What follows belongs to an exercise in optimizing a design on an open flow for small area, a short achievable clock period and few clock cycles; a production flow would make more cautious choices.
No functional check of the RTL was part of any run shown here.
Power figures rest on the tool's default switching activity, not on a simulated workload.

==> flow/design.v <==
module ALU_standard_calculator_n_bit #(parameter n = 32)(
    input clk,
    input rst,
    input [2:0] op,
    input signed [n-1:0] a,
    input signed [n-1:0] b,
    output signed [2*n-1:0] result,
    output reg valid_result
);
    localparam W = 36;                
    reg [31:0] H, L;                  
    reg [31:0] A;                     
    reg        busy;                  
    reg        mmul, mdiv;            
    reg        bc;                    
    reg        sq;                    
    reg        dz;                    
    reg        dfirst;                
    reg        dneg;                  
    reg [4:0]  cnt;
    assign result = {H, L};
    wire op_add = (op == 3'b000);
    wire op_sub = (op == 3'b001);
    wire op_mul = (op == 3'b010);
    wire op_div = (op == 3'b011);
    wire op_log = op[2];
    wire sa = a[31];
    wire sb = b[31];
    wire [31:0] xa = a ^ {32{sa}};
    wire [31:0] xb = b ^ {32{sb}};
    function [31:0] smear;
        input [31:0] x;
        reg [31:0] v;
        begin
            v = x;
            v = v | {1'b0, v[31:1]};
            v = v | {2'b0, v[31:2]};
            v = v | {4'b0, v[31:4]};
            v = v | {8'b0, v[31:8]};
            v = v | {16'b0, v[31:16]};
            smear = v;
        end
    endfunction
    function [5:0] smlen;
        input [31:0] m;
        reg [31:0] h;
        reg [4:0] k;
        integer i;
        begin
            h = m & ~{1'b0, m[31:1]};
            k = 5'd0;
            for (i = 0; i < 32; i = i + 1)
                k = k | (h[i] ? i[4:0] : 5'd0);
            smlen = m[0] ? {1'b0, k} + 6'd1 : 6'd0;
        end
    endfunction
    wire [31:0] smA = smear(xa);
    wire [31:0] smB = smear(xb);
    wire [31:0] smA1 = sa ? {smA[30:0], 1'b1} : smA;    
    wire early = |(smB & ~smA1);                        
    wire [5:0] lenA_n = smlen(smA1);                    
    wire [5:0] lenB_n = smlen(smB);                     
    reg  [5:0] lenA, lenB;
    wire [6:0] mq   = {1'b0, lenA} - {1'b0, lenB} + 7'd1;
    wire [7:0] mone;
    assign mone[0] = (mq == 1);
    assign mone[1] = (mq == 2);
    assign mone[2] = (mq == 3);
    assign mone[3] = (mq == 4);
    assign mone[4] = (mq == 5) || (mq == 6);
    assign mone[5] = (mq >= 7) && (mq <= 9);
    assign mone[6] = (mq >= 10) && (mq <= 12);
    assign mone[7] = (mq >= 13);
    wire [4:0] dcnt = mone[0] ? 5'd0 : mone[1] ? 5'd1 : mone[2] ? 5'd2 :
                      mone[3] ? 5'd3 : mone[4] ? 5'd5 : mone[5] ? 5'd8 :
                      mone[6] ? 5'd11 : 5'd31;
    reg  [7:0] mlast;
    wire [7:0] msel = dfirst ? mone : mlast;
    wire [31:0] lg = op[1] ? (op[0] ? ~a : a ^ b) : (op[0] ? a | b : a & b);
    function [33:0] bpp;              
        input [2:0] x;
        input [31:0] m;
        reg one, two, neg;
        reg [33:0] mag;
        begin
            one = x[1] ^ x[0];
            two = (x[2] & ~x[1] & ~x[0]) | (~x[2] & x[1] & x[0]);
            neg = x[2] & ~(x[1] & x[0]);
            mag = one ? {m[31], m[31], m} : two ? {m[31], m, 1'b0} : 34'b0;
            bpp = mag ^ {34{neg}};
        end
    endfunction
    wire [2:0] dg0 = {L[1], L[0], bc};
    wire [2:0] dg1 = {L[3], L[2], L[1]};
    wire neg0 = dg0[2] & ~(dg0[1] & dg0[0]);
    wire neg1 = dg1[2] & ~(dg1[1] & dg1[0]);
    wire [33:0] pp0 = bpp(dg0, A);
    wire [33:0] pp1 = bpp(dg1, A);
    wire [W-1:0] r0 = {{4{H[31]}}, H};
    wire [W-1:0] r1 = {{2{pp0[33]}}, pp0};
    wire [W-1:0] r2 = {pp1, neg1, neg0};
    wire [W-1:0] cs_s = r0 ^ r1 ^ r2;
    wire [W-1:0] cs_c = {((r0 & r1) | (r0 & r2) | (r1 & r2)), neg1} ;
    wire [31:0] rinit = msel[0] ? {1'b0,  L[31:1]} :
                        msel[1] ? {2'b0,  L[31:2]} :
                        msel[2] ? {3'b0,  L[31:3]} :
                        msel[3] ? {4'b0,  L[31:4]} :
                        msel[4] ? {6'b0,  L[31:6]} :
                        msel[5] ? {9'b0,  L[31:9]} :
                        msel[6] ? {12'b0, L[31:12]} : 32'b0;
    wire dbit = |(msel & {L[31], L[11], L[8], L[5], L[3], L[2], L[1], L[0]});
    wire [31:0] mask = {{20{msel[7]}}, {3{msel[7] | msel[6]}}, {3{|msel[7:5]}},
                        {2{|msel[7:4]}}, |msel[7:3], |msel[7:2], |msel[7:1], 1'b1};
    wire [31:0] rsrc = dfirst ? rinit : H;
    wire [31:0] dx = {rsrc[30:0], dbit};
    reg [W-1:0] ax, ay;
    reg         acin;
    always @(*) begin
        if (!busy) begin
            ax   = {{4{a[31] & ~op_div}}, a ^ {32{op_div & sa}}};
            ay   = op[1] ? {W{1'b0}} : {{4{b[31] ^ op_sub}}, b ^ {32{op_sub}}};
            acin = op_sub | (op_div & sa);
        end else if (mmul) begin
            ax   = cs_s;
            ay   = cs_c;
            acin = neg1;
        end else if (dneg) begin
            ax   = {W{1'b0}};
            ay   = {4'b1111, ~L};
            acin = 1'b1;
        end else begin
            ax   = {4'b0, dx};
            ay   = {4'b1111, A ^ {32{~A[31]}}};
            acin = ~A[31];
        end
    end
    wire [W:0] sum1 = {ax, acin} + {ay, acin};    
    wire [W-1:0] sum = sum1[W:1];
    wire ge = ~sum[W-1];
    wire dlast = dfirst ? mone[0] : (cnt == 0);    
    always @(posedge clk) begin
        A <= b;
        if (!busy) begin
            mmul <= op_mul;
            mdiv <= op_div;
            bc <= 1'b0;
            sq <= sa ^ sb;
            dz <= (b == 0);
            dfirst <= 1'b1;
            lenA <= lenA_n;
            lenB <= lenB_n;
            cnt <= 5'd7;
            H <= {32{op_log ? lg[31] : sum[32] & ~op[1]}};
            L <= op_log ? lg : sum[31:0] & {32{~(op_div & early)}};
        end else if (!valid_result) begin
            if (mmul) begin
                H <= sum[W-1:4];
                L <= {sum[3:0], L[31:4]};
                bc <= L[3];
                cnt <= cnt - 5'd1;
            end else if (dneg) begin
                H <= {32{sum[W-1]}};
                L <= sum[31:0];
            end else begin
                dfirst <= 1'b0;
                mlast <= mone;
                H <= dlast ? 32'b0 : (ge ? sum[31:0] : dx);
                L <= {L[30:0], ge} & mask;
                cnt <= (dfirst ? dcnt : cnt) - 5'd1;
            end
        end
    end
    always @(posedge clk or posedge rst) begin
        if (rst) begin
            busy <= 1'b0;
            valid_result <= 1'b0;
            dneg <= 1'b0;
        end else begin
            busy <= 1'b1;
            if (!busy) begin
                valid_result <= !(op_mul || (op_div && !early));
            end else if (!valid_result) begin
                if (mmul) begin
                    if (cnt == 0) valid_result <= 1'b1;
                end else if (dneg) begin
                    valid_result <= 1'b1;
                end else if (dlast && !dz) begin
                    if (sq) dneg <= 1'b1;
                    else valid_result <= 1'b1;
                end
            end
        end
    end
endmodule
==> flow/flow/run.sh <==
#!/bin/bash
set -euo pipefail
bash standard.sh SETUP_SLACK_MARGIN=12 finish > standard_flow.log 2>&1
==> flow/standard.sh <==
#!/bin/bash
# synth_recipe.tcl (not shown) runs the flow's synth.tcl, then flattens the netlist and writes it again
# the make line also repeats each setting of config.mk as NAME=value (left out here)
make -C /OpenROAD-flow-scripts/flow DESIGN_CONFIG=/design/flow/config.mk WORK_HOME=/design/flow/orfs CLKGATE_MAP_FILE= SYNTH_SCRIPT=/design/flow/synth_recipe.tcl "${@:-finish}"
==> flow/config.mk <==
export PLATFORM = sky130hd
export DESIGN_NAME = ALU_standard_calculator_n_bit
export DESIGN_NICKNAME = ALU_standard_calculator_n_bit
export VERILOG_FILES = /design/flow/design.v
export SDC_FILE = /design/flow/constraint.sdc
export NUM_CORES = 4
export LEC_CHECK = 0
export CAP_MARGIN = 20
export CORE_MARGIN = 2
export CORE_UTILIZATION = 40
export SLEW_MARGIN = 20
==> flow/constraint.sdc <==
create_clock -name core_clock -period 18.0 [get_ports {clk}]
set_input_delay 3.6000 -clock core_clock [delete_from_list [all_inputs] [get_ports {clk}]]
set_output_delay 3.6000 -clock core_clock [all_outputs]
set_load 0.01 [all_outputs]
==> results.toml, run 1 <==
[pwr]
irDropWorstVdd_mv = 0.0882
leakage_nw = 10.6
p_per_area_nw_per_um2 = 108
p_total_w = 0.00294

[logic_synthesis]
async_reset_ff_frac = 0.0233
yosysTopAreaCell = "edfxtp_1"
synth-edff-count = 87
synth_most_common_cell = "nand2_1"
yosysUniqueCellTypes = 96
synth_nets = 2849
synth_top_area_share = 0.130
yosysWarningCount = 1
ys_dominant_reg_cell = "edfxtp_1"
synth_commonest_cells = "nand2_1 (228), nor2_1 (227), clkbuf_1 (196)"
netlist_instances = 2627
postSynthAreaPerCell_um2 = 7.67
synth.ff_latch_count = 129
synth.area.top_cells = "edfxtp_1 (13%), ha_1 (7.3%), xnor2_1 (6.7%), o21ai_0 (4.7%), a21oi_1 (4.4%)"
yosysSeqAreaShare = 0.172
syn_area_um2 = 20200

[finish]
layout.nets = 3026
drive_above_1_share = 0.263
multi_input_area_um2 = 17700
n_antenna_cell = 0
final-seq-area_um2 = 3470
design_area_um2 = 27100
syn2layout_area_growth_pct = 34.4
fillers = 4659

[die]
core-area_um2 = 50000
die_area_um2 = 52200
start_util = 0.403
die_x_um = 228
ioPinCount = 134
rows = 82
die_h_um = 228

[drt]
first_pass_iters = 8
drt-total-wl_mm = 103
wl_per_cell_um = 29.5
route.detailed.drc = 0
drtAntennaViolNets = 0
vias = 23900
avgViaCountPerCell = 6.85
drt_iter0_drc = 3788

[timing]
holdWs_ns = 0.513
relSlewSlack = 0.0643
finalSetupViolations = 0
report.final.slew_viol_count = 0
tightest_slew_ns = 1.39
finalClockSkew_ns = 0.0117
rsz0062_at_grt = "true"
finalSetupTns_ns = 0
worst_slack_ns = 10.65
max_freq_mhz = 136
period_share = 0.408
hold_viol_final = 0
period_needed_ns = 7.35

[setup_path]
cp_slowest_cell = "ha_2"
crit_path_cell_trace = "buf_12 -> buf_12 -> nand3b_1 -> buf_6 -> or2_4 -> xnor2_1 -> nand2_1 -> o21ai_0 -> ha_2 -> o21ai_0 -> o21ai_0 -> a211oi_1 -> o31ai_2 -> a21oi_4 -> o31ai_4 -> buf_6 -> xor2_4 -> buf_12 -> buf_4 -> a21oi_1 -> o221a_2 -> nor4_2"
worst_setup_path_end_kind = "register"
crit_arrival_ns = 7.63
critPathLaunchType = "input pin"
cp.required_ns = 18.28
critPathMaxStageDelay_ns = 0.42
cp_top_family = "compound AO/OA/AOI/OAI gates"
worstPathMaxFanout = 8
path_class = "in -> reg"
cp_num_buf_inv = 6

[place]
place_congestion = 1.02
dp_slack_ns = 8.69
port_buffers = 133
place_area_um2 = 22200
dp_hpwl_mm = 68.7

[clocking]
cts_made_buffers = 17
cts-hold-fix-buffers = 0
cts_buffer_depth = 2
clock-sinks = 129
clkSlewWorstSetupHoldPaths_ns = 0.06
cts_max_level = 4
insertion_delay_ns = 0.47
cts_root_buf = "clkbuf_16"
cts_tree = "done"

[global_routing]
grt_pass1_wl_mm = 148
grt_use_total = 0.375
grt_max_degree = 71
antenna_found_initial = 1
grt_pass1_vias = 22100
grt_overflow = 0

[flow_run]
maxCapViolCount = 0

[min_path]
hold_path_class = "reg -> reg"

[outcome]
status = "no timing/DRC/antenna violations"
final timing paths:
| path | depth (start not counted) | end | startpoint | slack [ns] |
|---|---|---|---|---|
| min in group asynchronous | 2 | valid_result$_DFF_PP0_ | rst | 3.32 |
| hold / removal | 2 | cnt[2]$_SDFFE_PN1P_ | cnt[2]$_SDFFE_PN1P_ | 0.51 |
| setup / recovery | 22 | H[10]$_DFFE_PP_ | op[2] | 10.65 |
| setup reg to reg | 29 | H[10]$_DFFE_PP_ | lenB[1]$_SDFFCE_PN0N_ | 10.76 |
| max in group asynchronous | 2 | busy$_DFF_PP0_ | rst | 14.49 |
| hold reg to reg | 2 | cnt[2]$_SDFFE_PN1P_ | cnt[2]$_SDFFE_PN1P_ | 0.51 |
stage by stage:
stage,std cells,util
floorplan,2627,-
global placement,3248,0.444
detailed placement,3248,0.444
CTS,3440,0.519
global route,3489,0.542
finish,3489,0.542
cells in the final DEF, fill, tap and decap left out, types with 28 or more instances in the layout:
cell type	n
xor2_1	39
buf_6	56
ha_1	95
xnor2_1	131
buf_4	169
edfxtp_1	87
dfxtp_1	37
inv_1	122
mux4_2	31
o21ai_0	150
a21o_1	28
a21oi_1	142
o211ai_1	83
nand4_1	33
a31oi_1	32
nand2_1	212
fa_1	35
o21ai_1	31
nor2_1	215
a221oi_1	52
a221oi_2	31
nand3_1	68
nor3_1	45
o21a_1	30
mux2i_1	73
clkdlybuf4s50_1	69
layout make-up:
class	instances	share of cell area
inverter	134	0.0193
clock inverter	15	0.00707
tap	672	0.0310
timing repair buffer	385	0.145
clock buffer	17	0.0157
sequential	129	0.128
multi-input combinational	2137	0.653
power by group:
| part | internal [W] | switching [W] | leakage, nW |
|---|---|---|---|
| logic | 0.000868 | 0.00114 | 9.06 |
| registers | 0.000392 | 0.000160 | 1.25 |
| clock network | 0.000230 | 0.000152 | 0.294 |
| total | 0.00149 | 0.00145 | 10.6 |
worst register-to-register path: cells and delay by family, from the launching register on:
family	cells	cell delay [ns]
simple gates	8	2.12
compound gates	11	2.07
fa+ha+maj	4	1.50
buf+inv	5	0.77
flops	1	0.37
xor+xnor	1	0.22
cells by family after synthesis:
family / count (synthesis) / synth area share
multiplexers: 115 / 0.0774
other: 2 / 0.000373
flip-flops: 129 / 0.172
adder cells (fa/ha/maj): 153 / 0.108
XOR/XNOR: 207 / 0.0899
buffers and inverters: 371 / 0.0709
AND/OR/NAND/NOR: 786 / 0.184
AO/OA/AOI/OAI: 864 / 0.297
routing by layer:
layer,routed length (um),track usage,up-vias
met2,43900,0.561,1862
met1,40000,0.502,11500
met5,11,0,-
met4,6030,0.182,2
li1,-,-,10100
met3,12900,0.0958,385
timing repair:
action	4_1_cts	5_1_grt
endpoints found under the setup margin	76	75
pin swaps	97	75
cloned	24	3
gates resized for setup	454	186
buffers inserted	136	46
endpoints found under the hold margin	0	0
registers in the layout, summed over array words and instances, names as in the netlist:
register	cells
bc	1
sq	1
busy	1
valid_result	1
dfirst	1
dneg	1
lenB	6
lenA	6
H	32
mlast	8
A	32
mmul	1
dz	1
L	32
cnt	5
==> run 2, diff against run 1 <==
==> flow/run.sh (new file) <==
#!/bin/bash
# synth_recipe.tcl (not shown) runs the flow's synth.tcl, then flattens the netlist and writes it again
# the make line also repeats each setting of config.mk as NAME=value (left out here)
make -C /OpenROAD-flow-scripts/flow DESIGN_CONFIG=/design/flow/config.mk WORK_HOME=/design/flow/orfs CLKGATE_MAP_FILE= SYNTH_SCRIPT=/design/flow/synth_recipe.tcl finish
removed: flow/flow/run.sh
removed: flow/standard.sh
==> run 2 against run 1 <==
Die area did not move. Via count down 8.4%. Count of clock-buffer cells in the layout stayed put. Critical path type unchanged. Critical endpoint is now H[6]$_DFFE_PP_.
==> results.toml, run 2 <==
[logic_synthesis]
synth_commonest_cells = "nand2_1 (228), nor2_1 (227), clkbuf_1 (196)"
synth_top_family_by_area = "compound AO/OA/AOI/OAI gates"
postSynthAreaPerCell_um2 = 7.67
synthSimpleGateAreaFrac = 0.184
async_reset_ff_frac = 0.0233
yosysSeqAreaShare = 0.172
syn_area_um2 = 20200
synth_most_common_cell = "nand2_1"
netlist_instances = 2627
yosysUniqueCellTypes = 96
synth_mux_area_frac = 0.0774
yosysWarningCount = 1
yosysTopAreaCell = "edfxtp_1"
ys_dominant_reg_cell = "edfxtp_1"
synth_xor_area_frac = 0.0899
synth.ff_latch_count = 129
synth-edff-count = 87
synth_compound_area_frac = 0.297
synth_top_area_share = 0.130
synth_nets = 2849
synth.area.top_cells = "edfxtp_1 (13%), ha_1 (7.3%), xnor2_1 (6.7%), o21ai_0 (4.7%), a21oi_1 (4.4%)"
synthAdderAreaFrac = 0.108

[setup_path]
cp_slowest_cell = "o221ai_1"
critPathMaxStageDelay_ns = 0.86
worst_setup_path_end_kind = "register"
path_class = "in -> reg"
cp_common_cell = "a21oi_1"
reg2reg_slack_ns = 8.51
crit_path_cell_trace = "clkdlybuf4s50_1 -> buf_4 -> nand3b_1 -> or2_2 -> buf_4 -> xnor2_1 -> nor2_1 -> a21oi_1 -> fa_1 -> nand2b_1 -> a21oi_1 -> o311ai_1 -> a21oi_1 -> a21oi_1 -> o31ai_1 -> xor2_2 -> buf_4 -> o221ai_1 -> o21bai_1 -> o21ai_0"
crit_arrival_ns = 9.69
critPathLaunchType = "input pin"
cp.required_ns = 18.16
worstPathMaxFanout = 41

[clocking]
cts_resized = 0
cts-hold-fix-buffers = 0
clkSlewWorstSetupHoldPaths_ns = 0.06
insertion_delay_ns = 0.47
cts_tree = "done"
cts_max_level = 4
clock-sinks = 129
cts_root_buf = "clkbuf_16"
post_cts_buffers = 0
cts_made_buffers = 17
cts_buffer_depth = 2

[timing]
report.final.slew_viol_count = 0
relSlewSlack = 0.227
finalSetupTns_ns = 0
hold_viol_final = 0
max_freq_mhz = 105
rsz0062_at_grt = "false"
tightest_slew_ns = 1.15
finalSetupViolations = 0
worst_slack_ns = 8.47
holdWs_ns = 0.509
period_needed_ns = 9.53
finalClockSkew_ns = 0.0102
period_share = 0.529

[die]
core-area_um2 = 50000
ioPinCount = 134
die_h_um = 228
rows = 82
die_x_um = 228
die_area_um2 = 52200
start_util = 0.403

[place]
dp_hpwl_mm = 67.7
port_buffers = 133
dp_cells = 3249
dp_slack_ns = 8.08
place_congestion = 0.991

[pwr]
p_total_w = 0.00241
clkPwrFrac = 0.149
switching_share = 0.513
p_switching_w = 0.00123
intPower_w = 0.00117
power_frac_seq = 0.228
pwr-share-comb = 0.623
leakage_nw = 8.64
p_per_area_nw_per_um2 = 107
irDropWorstVdd_mv = 0.0763

[finish]
n_antenna_cell = 0
biggestRegsByFlops = "A (32), H (32), L (32)"
layout.cells.non_filler = 3281
layout_common_cells = "nand2_1 (227), nor2_1 (226), o21ai_0 (190), a21oi_1 (176), xnor2_1 (153)"
drive_above_1_share = 0.0790
layout_commonest_cell = "nand2_1"
syn2layout_area_growth_pct = 11.5
layout.nets = 2818

[global_routing]
grt_max_degree = 71
grt_overflow = 0
antenna_found_initial = 0
grt_use_total = 0.339
grt_pass1_vias = 20600
grt_pass1_wl_mm = 136

[flow_run]
maxCapViolCount = 0

[drt]
drt_iter0_drc = 3520
drtAntennaViolNets = 0
drt-total-wl_mm = 91.1
first_pass_iters = 8
avgViaCountPerCell = 6.67
wl_per_cell_um = 27.8
route.detailed.drc = 0
vias = 21900

[min_path]
hold_path_class = "reg -> reg"

[outcome]
status = "no timing/DRC/antenna violations"
run 2: cell counts after synthesis:
No cell type changed its count.
run 2: logic make-up (layout without fill, tap and decap cells):
logic type,count (synthesis),after routing
other,2,2
multiplexers,115,115
AND/OR/NAND/NOR,786,786
AO/OA/AOI/OAI,864,864
adder cells (fa/ha/maj),153,153
flip-flops,129,129
buffers and inverters,371,353
XOR/XNOR,207,207
run 2: path summary, 6_finish.rpt:
check / startpoint / to / cells after the start
worst min-delay path: cnt[1]$_SDFFE_PN1P_ / cnt[1]$_SDFFE_PN1P_ / 2
worst max register to register: lenB[1]$_SDFFCE_PN0N_ / H[6]$_DFFE_PP_ / 28
worst max-delay path: op[2] / H[6]$_DFFE_PP_ / 20
worst min register to register: cnt[1]$_SDFFE_PN1P_ / cnt[1]$_SDFFE_PN1P_ / 2
max in group asynchronous: rst / busy$_DFF_PP0_ / 2
min in group asynchronous: rst / dneg$_DFFE_PP0P_ / 2
run 2: power groups by stage:
| stage | clock network, W | logic [W] | registers (W) |
|---|---|---|---|
| after floorplan | 0 | 0.000989 | 0.000454 |
| after global placement | 0 | 0.00143 | 0.000543 |
| after detailed placement | 0 | 0.00145 | 0.000542 |
| after CTS | 0.000359 | 0.00145 | 0.000536 |
| after global routing | 0.000369 | 0.00161 | 0.000548 |
| final | 0.000358 | 0.00150 | 0.000549 |
run 2: metrics by stage:
| step | utilization | instance area, um^2 |
|---|---|---|
| after detailed placement | 0.438 | 21900 |
| after CTS | 0.450 | 22500 |
| after floorplan | - | 20200 |
| final | 0.450 | 22500 |
| after global placement | 0.438 | 21900 |
| after global routing | 0.450 | 22500 |
run 2: worst max-delay path: cells and delay by family:
kind | cells | cell delay, ns
simple gates | 4 | 0.64
buf+inv | 4 | 1.62
compound gates | 9 | 3.06
fa+ha+maj | 1 | 0.43
xor+xnor | 2 | 0.27
run 2: cell type report:
type,count,area (um^2)
clock buffer,17,425
clock inverter,15,143
fill,5063,27500
inverter,134,503
multi-input combinational,2127,15400
sequential,129,3470
tap,672,841
timing repair buffer,187,1720
run 2: per-layer routing:
metal,track usage,vias up,wire [um]
li1,-,9657,-
met1,0.475,10600,37700
met2,0.504,1461,38400
met3,0.0795,190,11500
met4,0.124,0,3450
met5,0,-,0

-- what the ideal ports hide --
The flow's constraints put no driver on any port. The routed layouts listed below were extracted and timed again, unchanged, in two steps.
Step 1: set_driving_cell puts a clkbuf_16 on clk and a buf_2 on each other input, an assumption about the parent block.
Step 2 also shifts input and output timing later by t, the mid clock arrival at the registers, as if the neighbouring blocks saw the same clock.
Slacks: ideal ports / drivers / drivers and shift; pairs: ideal ports / drivers.
run	t (ns)	setup slack, ns	slew at the worst register clock pin (ns)	cell pins on the clock port's net
run 1	0.516	10.648 / 10.650 / 10.134	0.07 / 0.07	1
run 2	0.524	8.474 / 8.508 / 7.990	0.07 / 0.07	1
After both steps every run listed still meets setup and hold. For run 1, which loses most, drivers alone change the setup slack by +0.002 ns; drivers and shift together by -0.514 ns.
